From an optimization exercise on the open Yosys and OpenROAD flow, aimed at small area, a short achievable clock period and few clock cycles; shortcuts taken in it are not production practice.
Power figures rest on the tool's default switching activity, not on a simulated workload.

==> flow/design.v <==
module circle_draw(xc,yc,rad,x,y,color,color_disp,CLK50,clearn,plot,wr,ready);
	input [7:0] xc;
	input [6:0] yc;
	input [5:0] rad;
	input CLK50,clearn,plot;
	input [2:0] color;
	output [7:0] x;
	output [6:0] y;
	output [2:0] color_disp;
	output wr;
	output ready;
	function [8:0] add8;
		input [7:0] p, q;
		input ci;
		integer i;
		reg c;
		begin
			c = ci;
			for (i = 0; i < 8; i = i + 1) begin
				add8[i] = p[i] ^ q[i] ^ c;
				c = (p[i] & q[i]) | (c & (p[i] ^ q[i]));
			end
			add8[8] = c;
		end
	endfunction
	localparam IDLE = 2'b00, CLR = 2'b01, SET = 2'b10, DRW = 2'b11;
	reg [1:0] m;
	reg rdy;
	reg [7:0] xo;
	reg [6:0] yo;
	reg [2:0] col;
	reg [5:0] a, b;
	reg [7:0] e;
	reg [2:0] ph;
	reg n1, n2, c3, c4;
	reg h, sd;
	wire [5:0] r = (rad == 6'd0 || &rad[5:2]) ? 6'd59 : rad;
	wire a0 = (a == 6'd0);
	wire dec = ~e[7] | (&e[6:1]);
	wire [8:0] bma = add8({2'b0, b}, {2'b11, ~a}, 1'b1);
	wire done = ~bma[8];
	wire [5:0] xs = ph[2] ? b : a;
	wire [5:0] ys = ph[2] ? a : b;
	wire xneg = ph[1];
	wire yneg = ph[0];
	wire [8:0] gxs = {xc, 1'b1} + {{2{xneg}}, xs ^ {6{xneg}}, xneg};
	wire [7:0] gys = {yc, 1'b1} + {yneg, ys ^ {6{yneg}}, yneg};
	wire [7:0] gx = gxs[8:1];
	wire [6:0] gy = gys[7:1];
	wire [7:0] mask = {c4 & ~a0, c4, c3 & ~a0, c3, {2{~n2 & ~a0}}, {2{~n1}}};
	reg [2:0] nxt;
	reg more;
	integer k;
	always @(*) begin
		nxt = 3'd0;
		more = 1'b0;
		for (k = 7; k >= 0; k = k - 1)
			if (k > ph && mask[k]) begin
				nxt = k;
				more = 1'b1;
			end
	end
	wire set1 = (ph == 3'd1) & (gx == 8'd159);
	wire set2 = ((ph == 3'd3) | ((ph == 3'd1) & a0)) & (gx == 8'd0);
	wire xv = ~(xc[7] & (xc[6] | xc[5]));
	wire [7:0] q = {~xc[7:5] + 3'd5, ~xc[4:0]};    
	wire [8:0] qmb = add8(q, {2'b11, ~b}, 1'b1);
	wire [8:0] xmb = add8(xc, {2'b11, ~b}, 1'b1);
	wire v3 = ~xv | qmb[8];
	wire v4 = ~xv | xmb[8];
	wire [8:0] ai = add8({2'b0, a}, 8'd0, 1'b1);
	wire [8:0] bd = add8({2'b0, b}, 8'hff, 1'b0);
	wire [7:0] t1 = {1'b0, a, 1'b1};
	wire [7:0] t2 = sd ? {1'b1, ~b, 1'b1} : 8'd0;
	wire [7:0] cs_s = e ^ t1 ^ t2;
	wire [7:0] cs_c = (e & t1) | (e & t2) | (t1 & t2);
	wire [7:0] en = cs_s + {cs_c[6:0], sd};
	wire lfb = ~(yo[6] ^ yo[5]);
	wire clr_end = ({yo, xo} == 15'h4000);
	always @(posedge CLK50 or negedge clearn)
	begin
		if (!clearn) begin
			m <= CLR;
			rdy <= 1'b0;
			xo <= 8'd0;
			yo <= 7'd0;
			col <= 3'd0;
		end else begin
			case (m)
			CLR: begin
				if (clr_end) begin
					m <= IDLE;
					rdy <= 1'b1;
				end
			end
			IDLE: begin
				if (plot) begin
					m <= SET;
					rdy <= 1'b0;
				end
			end
			SET: begin
				m <= DRW;
				end
			default: if (done) begin
				m <= IDLE;
				rdy <= 1'b1;
			end
			endcase
			if (m == CLR) begin
				xo <= {xo[6:0], lfb};
				yo <= {yo[5:0], xo[7]};
				col <= 3'd0;
			end else begin
				xo <= gx;
				yo <= gy;
				col <= color;
			end
		end
	end
	always @(posedge CLK50)
	begin
		c3 <= v3;
		c4 <= v4;
		if (m == IDLE) begin
			a <= 6'd0;
			b <= r;
			e <= {2'b11, ~r};
			ph <= 3'd0;
			n1 <= 1'b0;
			n2 <= 1'b0;
			h <= 1'b0;
		end else begin
			h <= ~more;
			sd <= dec;
			if (h) e <= en;
			if (set1) n1 <= 1'b1;
			if (set2) n2 <= 1'b1;
			if (more)
				ph <= nxt;
			else begin
				ph <= n1 ? 3'd2 : 3'd0;
				a <= ai[5:0];
				if (dec) b <= bd[5:0];
			end
		end
	end
	assign x = xo;
	assign y = yo;
	assign color_disp = col;
	assign wr = m[0];
	assign ready = rdy;
endmodule
Settings: LEC_CHECK=0, CAP_MARGIN=20, CORE_MARGIN=2, CORE_UTILIZATION=40, PLACE_DENSITY=0.6, SETUP_SLACK_MARGIN=4.0, SLEW_MARGIN=20; clock period 7.0 ns.
standard.sh (not shown) runs the stock make flow with config.mk's settings and CLKGATE_MAP_FILE= SYNTH_SCRIPT=/design/flow/synth_recipe.tcl, a recipe that flattens the netlist after the stock synthesis.
==> flow/flow/run.sh <==
#!/bin/bash
# Standard synthesis, then the standard layout with plain buf_1 cells as the
# port buffers (the default pick is a slow delay buffer). Tool output goes
# to the logs below; each ORFS step also keeps its own log in orfs/logs.
set -euo pipefail
bash standard.sh synth > flow_synth.log 2>&1
bash standard.sh BUFFER_PORTS_ARGS="-buffer_cell sky130_fd_sc_hd__buf_1" finish > flow_layout.log 2>&1
The first run ran to the end with no violations.
Rerun with:
--- a/flow/design.v
+++ b/flow/design.v
@@ -30,13 +30,12 @@
 	reg [6:0] yo;
 	reg [2:0] col;
 	reg [5:0] a, b;
 	reg [7:0] e;
 	reg [2:0] ph;
 	reg n1, n2, c3, c4;
-	reg h, sd;
 	wire [5:0] r = (rad == 6'd0 || &rad[5:2]) ? 6'd59 : rad;
 	wire a0 = (a == 6'd0);
 	wire dec = ~e[7] | (&e[6:1]);
 	wire [8:0] bma = add8({2'b0, b}, {2'b11, ~a}, 1'b1);
 	wire done = ~bma[8];
 	wire [5:0] xs = ph[2] ? b : a;
@@ -67,17 +66,17 @@
 	wire [8:0] qmb = add8(q, {2'b11, ~b}, 1'b1);
 	wire [8:0] xmb = add8(xc, {2'b11, ~b}, 1'b1);
 	wire v3 = ~xv | qmb[8];
 	wire v4 = ~xv | xmb[8];
 	wire [8:0] ai = add8({2'b0, a}, 8'd0, 1'b1);
 	wire [8:0] bd = add8({2'b0, b}, 8'hff, 1'b0);
-	wire [7:0] t1 = {1'b0, a, 1'b1};
-	wire [7:0] t2 = sd ? {1'b1, ~b, 1'b1} : 8'd0;
+	wire [7:0] t1 = {1'b0, ai[5:0], 1'b1};
+	wire [7:0] t2 = dec ? {1'b1, ~bd[5:0], 1'b1} : 8'd0;
 	wire [7:0] cs_s = e ^ t1 ^ t2;
 	wire [7:0] cs_c = (e & t1) | (e & t2) | (t1 & t2);
-	wire [7:0] en = cs_s + {cs_c[6:0], sd};
+	wire [7:0] en = cs_s + {cs_c[6:0], dec};
 	wire lfb = ~(yo[6] ^ yo[5]);
 	wire clr_end = ({yo, xo} == 15'h4000);
 	always @(posedge CLK50 or negedge clearn)
 	begin
 		if (!clearn) begin
 			m <= CLR;
@@ -85,18 +84,21 @@
 			xo <= 8'd0;
 			yo <= 7'd0;
 			col <= 3'd0;
 		end else begin
 			case (m)
 			CLR: begin
+				xo <= {xo[6:0], lfb};
+				yo <= {yo[5:0], xo[7]};
 				if (clr_end) begin
 					m <= IDLE;
 					rdy <= 1'b1;
 				end
 			end
 			IDLE: begin
+				col <= color;
 				if (plot) begin
 					m <= SET;
 					rdy <= 1'b0;
 				end
 			end
 			SET: begin
@@ -104,20 +106,15 @@
 				end
 			default: if (done) begin
 				m <= IDLE;
 				rdy <= 1'b1;
 			end
 			endcase
-			if (m == CLR) begin
-				xo <= {xo[6:0], lfb};
-				yo <= {yo[5:0], xo[7]};
-				col <= 3'd0;
-			end else begin
+			if (m[1]) begin
 				xo <= gx;
 				yo <= gy;
-				col <= color;
 			end
 		end
 	end
 	always @(posedge CLK50)
 	begin
 		c3 <= v3;
@@ -126,25 +123,22 @@
 			a <= 6'd0;
 			b <= r;
 			e <= {2'b11, ~r};
 			ph <= 3'd0;
 			n1 <= 1'b0;
 			n2 <= 1'b0;
-			h <= 1'b0;
-		end else begin
-			h <= ~more;
-			sd <= dec;
-			if (h) e <= en;
+		end else if (m[1]) begin
 			if (set1) n1 <= 1'b1;
 			if (set2) n2 <= 1'b1;
 			if (more)
 				ph <= nxt;
 			else begin
 				ph <= n1 ? 3'd2 : 3'd0;
 				a <= ai[5:0];
 				if (dec) b <= bd[5:0];
+				e <= en;
 			end
 		end
 	end
 	assign x = xo;
 	assign y = yo;
 	assign color_disp = col;
Effect: Clock power is higher by about a fifth; synthesized cell count grows by a little under a tenth; non-clock buffer count rose by 17; wire length rose by about a fifth; worst hold slack is worse by 13 ps; count of clock-buffer cells in the layout falls by 1; clock skew fell by 6.8 ps; final cell count increases by a little under a tenth; register-to-register slack gets worse by 370 ps; worst setup slack degrades by 180 ps; die area is higher by a little under a tenth; power increases by about a fifth; sequential cell count is lower by 2; via count goes up by about a fifth.
No run of this note included a check of the RTL's function; only the layout flow was run.

---

== the reference run ==
Another version of the RTL of circle_draw (not shown whole).
Size in the first run: about 450 cells after synthesis, ~52 flip-flops, ~4100 sq um of cells after synthesis.
==> module circle_draw, before the edit <==
module circle_draw(xc,yc,rad,x,y,color,color_disp,CLK50,clearn,plot,wr,ready);
	input [7:0] xc;
	input [6:0] yc;
	input [5:0] rad;
	input CLK50,clearn,plot;
	input [2:0] color;
	output [7:0] x;
	output [6:0] y;
	output [2:0] color_disp;
	output wr;
	output ready;
	function [8:0] add8;
		input [7:0] p, q;
		input ci;
		integer i;
		reg c;
		begin
			c = ci;
			for (i = 0; i < 8; i = i + 1) begin
				add8[i] = p[i] ^ q[i] ^ c;
				c = (p[i] & q[i]) | (c & (p[i] ^ q[i]));
			end
			add8[8] = c;
		end
	endfunction
	localparam IDLE = 2'b00, CLR = 2'b01, SET = 2'b10, DRW = 2'b11;
	reg [1:0] m;
	reg [7:0] xo;
	reg [6:0] yo;
	reg [2:0] col;
	reg [5:0] a, bm;
	reg [7:0] e;
	reg [2:0] ph;
	reg n1, n2, c3, c4;
	reg h, sd;
	reg [2:0] pph;
	wire qx1 = (pph[2:1] == 2'd0);
	wire qx2 = (pph[2:1] == 2'd1) | ((pph[2:1] == 2'd0) & a0);
	wire big = (rad == 6'd0) | (&rad[5:2]);
	wire [5:0] r = big ? 6'd59 : rad;
	wire [8:0] radm = add8({2'b0, rad}, 8'hff, 1'b0);
	wire [5:0] rm = big ? 6'd58 : radm[5:0];      
	wire a0 = (a == 6'd0);
	wire dec = ~e[7] | (&e[6:1]);
	wire [8:0] dd = add8({2'b0, a}, {2'b11, ~bm}, 1'b0);
	wire done = (~dd[7] & (dd[1] | dd[0])) | (&bm);
	wire [5:0] xs = ph[2] ? bm : a;
	wire [5:0] ys = ph[2] ? a : bm;
	wire xneg = ph[1];
	wire yneg = ph[0];
	wire [8:0] gxs = {xc, 1'b1} + {{2{xneg}}, xs ^ {6{xneg}}, xneg ^ ph[2]};
	wire [7:0] gys = {yc, 1'b1} + {yneg, ys ^ {6{yneg}}, yneg ^ ~ph[2]};
	wire [7:0] gx = gxs[8:1];
	wire [6:0] gy = gys[7:1];
	wire band = &yo[6:3];
	wire [7:0] yskip = {band & (pph == 3'd5), band & (pph == 3'd4), 2'b00,
	                    band & (pph == 3'd1), band & (pph == 3'd0), 2'b00};
	wire [7:0] mask = {c4 & ~a0, c4, c3 & ~a0, c3, {2{~n2 & ~a0}}, {2{~n1}}} & ~yskip;
	reg [2:0] nxt;
	reg more;
	integer k;
	always @(*) begin
		nxt = 3'd0;
		more = 1'b0;
		for (k = 7; k >= 0; k = k - 1)
			if (k > ph && mask[k]) begin
				nxt = k;
				more = 1'b1;
			end
	end
	wire set1 = qx1 & (xo == 8'd159);
	wire set2 = qx2 & (xo == 8'd0);
	wire xv = ~(xc[7] & (xc[6] | xc[5]));
	wire [7:0] q = {~xc[7:5] + 3'd5, ~xc[4:0]};    
	wire [8:0] qmb = add8(q, {2'b11, ~bm}, 1'b0);
	wire [8:0] xmb = add8(xc, {2'b11, ~bm}, 1'b0);
	wire v3 = ~xv | qmb[8];
	wire v4 = ~xv | xmb[8];
	wire [8:0] ai = add8({2'b0, a}, 8'd0, 1'b1);
	wire [8:0] bd = add8({2'b0, bm}, 8'hff, 1'b0);
	wire [7:0] eop = h ? (sd ? {1'b1, ~bm, 1'b1} : 8'd2) : {1'b0, a, 1'b1};
	wire [8:0] ens = {e, 1'b1} + {eop, h & sd};
	wire [7:0] en = ens[8:1];
	wire lfb = ~(yo[6] ^ yo[5]);
	wire clr_end = ({yo, xo} == 15'h4000);
	always @(posedge CLK50 or negedge clearn)
	begin
		if (!clearn) begin
			m <= CLR;
			xo <= 8'd0;
			yo <= 7'd0;
			col <= 3'd0;
		end else begin
			case (m)
			CLR: begin
				if (clr_end) m <= IDLE;
			end
			IDLE: begin
				if (plot) m <= SET;
			end
			SET: m <= DRW;
			default: if (done) m <= IDLE;
			endcase
			if (m == CLR) begin
				xo <= {xo[6:0], lfb};
				yo <= {yo[5:0], xo[7]};
				col <= 3'd0;
			end else begin
				xo <= gx;
				yo <= gy;
				col <= color;
			end
		end
	end
	always @(posedge CLK50)
	begin
		c3 <= v3;
		c4 <= v4;
		pph <= ph | {3{m == IDLE}};
		if (m == IDLE) begin
			a <= 6'd0;
			bm <= rm;
			e <= {2'b11, ~r};
			ph <= 3'd0;
			n1 <= 1'b0;
			n2 <= 1'b0;
			h <= 1'b0;
		end else begin
			h <= ~more;
			sd <= dec;
			if (h | ~more) e <= en;
			if (set1) n1 <= 1'b1;
			if (set2) n2 <= 1'b1;
			if (more)
				ph <= nxt;
			else begin
				ph <= n1 ? 3'd2 : 3'd0;
				a <= ai[5:0];
				if (dec) bm <= bd[5:0];
			end
		end
	end
	assign x = xo;
	assign y = yo;
	assign color_disp = col;
	assign wr = m[0];
	assign ready = ~m[1] & ~m[0];
endmodule
Settings: LEC_CHECK=0, CAP_MARGIN=20, CORE_MARGIN=2, CORE_UTILIZATION=40, PLACE_DENSITY=0.6, SETUP_SLACK_MARGIN=4.3, SLEW_MARGIN=20; clock period 7.0 ns.
Scripts as last shown in full above: flow/flow/run.sh
Modified inputs, the trial run compared to the reference run
-- flow/design.v --
<<< the reference run, line 34
	reg n1, n2, c3, c4;
	reg h, sd;
	reg [2:0] pph;
	wire qx1 = (pph[2:1] == 2'd0);
	wire qx2 = (pph[2:1] == 2'd1) | ((pph[2:1] == 2'd0) & a0);
	wire big = (rad == 6'd0) | (&rad[5:2]);
	wire [5:0] r = big ? 6'd59 : rad;
>>> the trial run, line 34
	reg n1, n2, c3, c4;
	reg h, sd;
	reg qx1, qx2;
	reg [2:0] pph;
	wire big = (rad == 6'd0) | (&rad[5:2]);
	wire [5:0] r = big ? 6'd59 : rad;
<<< the reference run, line 117
		c3 <= v3;
		c4 <= v4;
		pph <= ph | {3{m == IDLE}};
		if (m == IDLE) begin
			a <= 6'd0;
>>> the trial run, line 116
		c3 <= v3;
		c4 <= v4;
		if (m == IDLE) begin
			a <= 6'd0;
<<< the reference run, line 126
			n2 <= 1'b0;
			h <= 1'b0;
		end else begin
			h <= ~more;
			sd <= dec;
			if (h | ~more) e <= en;
>>> the trial run, line 124
			n2 <= 1'b0;
			h <= 1'b0;
			qx1 <= 1'b0;
			qx2 <= 1'b0;
		end else begin
			h <= ~more;
			pph <= ph;
			qx1 <= (ph[2:1] == 2'd0);
			qx2 <= (ph[2:1] == 2'd1) | ((ph[2:1] == 2'd0) & a0);
			sd <= dec;
			if (h | ~more) e <= en;
- The synthesized cell count of the trial run exceeds that of the reference run by 1.8%.
- Comparing the trial run and the reference run, setup clock skew after layout is lower on the trial run.
- Flops: the trial run more than the reference run
- For sequential cell area, dividing the value from the trial run by the value from the reference run gives 1.05.
- The trial run vs the reference run on hold slack: the trial run is the lower one.
- When the final numbers for the trial run and the reference run were put side by side, the global-route met2 utilization turned out to be smaller in the reference run.
- Depth of the critical timing path with buffers and inverters included: lower on the trial run
- Cmp the trial run vs the reference run: area of the mapped netlist higher in the trial run
- The trial run ended up with a higher portion of total power attributed to combinational logic than the reference run did.
- Delta (the trial run minus the reference run): utilization -1.6 points; site row count picked up an extra 1.
- Die area of the trial run exceeds that of the reference run by a few percent.
Function was not checked in any run of this note: the RTL went through the layout flow alone.

-- what the ideal ports hide --
In the flow no input, the clock included, has a driving cell. The finished layouts below were timed again as built, in two steps.
Step 1: set_driving_cell puts a clkbuf_16 on CLK50 and a buf_2 on each other input, an assumption about the parent block.
Step 2, shift: input delay + t, output delay - t, t = (earliest + latest rising clock arrival at the registers) / 2. This alone moves slack from input paths to output paths.
a / b / c = ideal ports / drivers / drivers and shift; a / b = the first two.
run | shift t [ns] | setup slack, ns | worst register clock-pin slew, ns
the first run of note 1 | 0.325 | 4.034 / 4.044 / 3.719 | 0.10 / 0.10
the second run of note 1 | 0.341 | 3.853 / 3.853 / 3.701 | 0.10 / 0.10
the reference run | 0.340 | 4.327 / 4.309 / 3.991 | 0.10 / 0.10
the trial run | 0.334 | 4.342 / 4.337 / 4.018 | 0.10 / 0.10
After both steps setup and hold are still met in every run listed. For the reference run, which loses most, drivers alone change the setup slack by -0.018 ns; drivers and shift together by -0.336 ns.
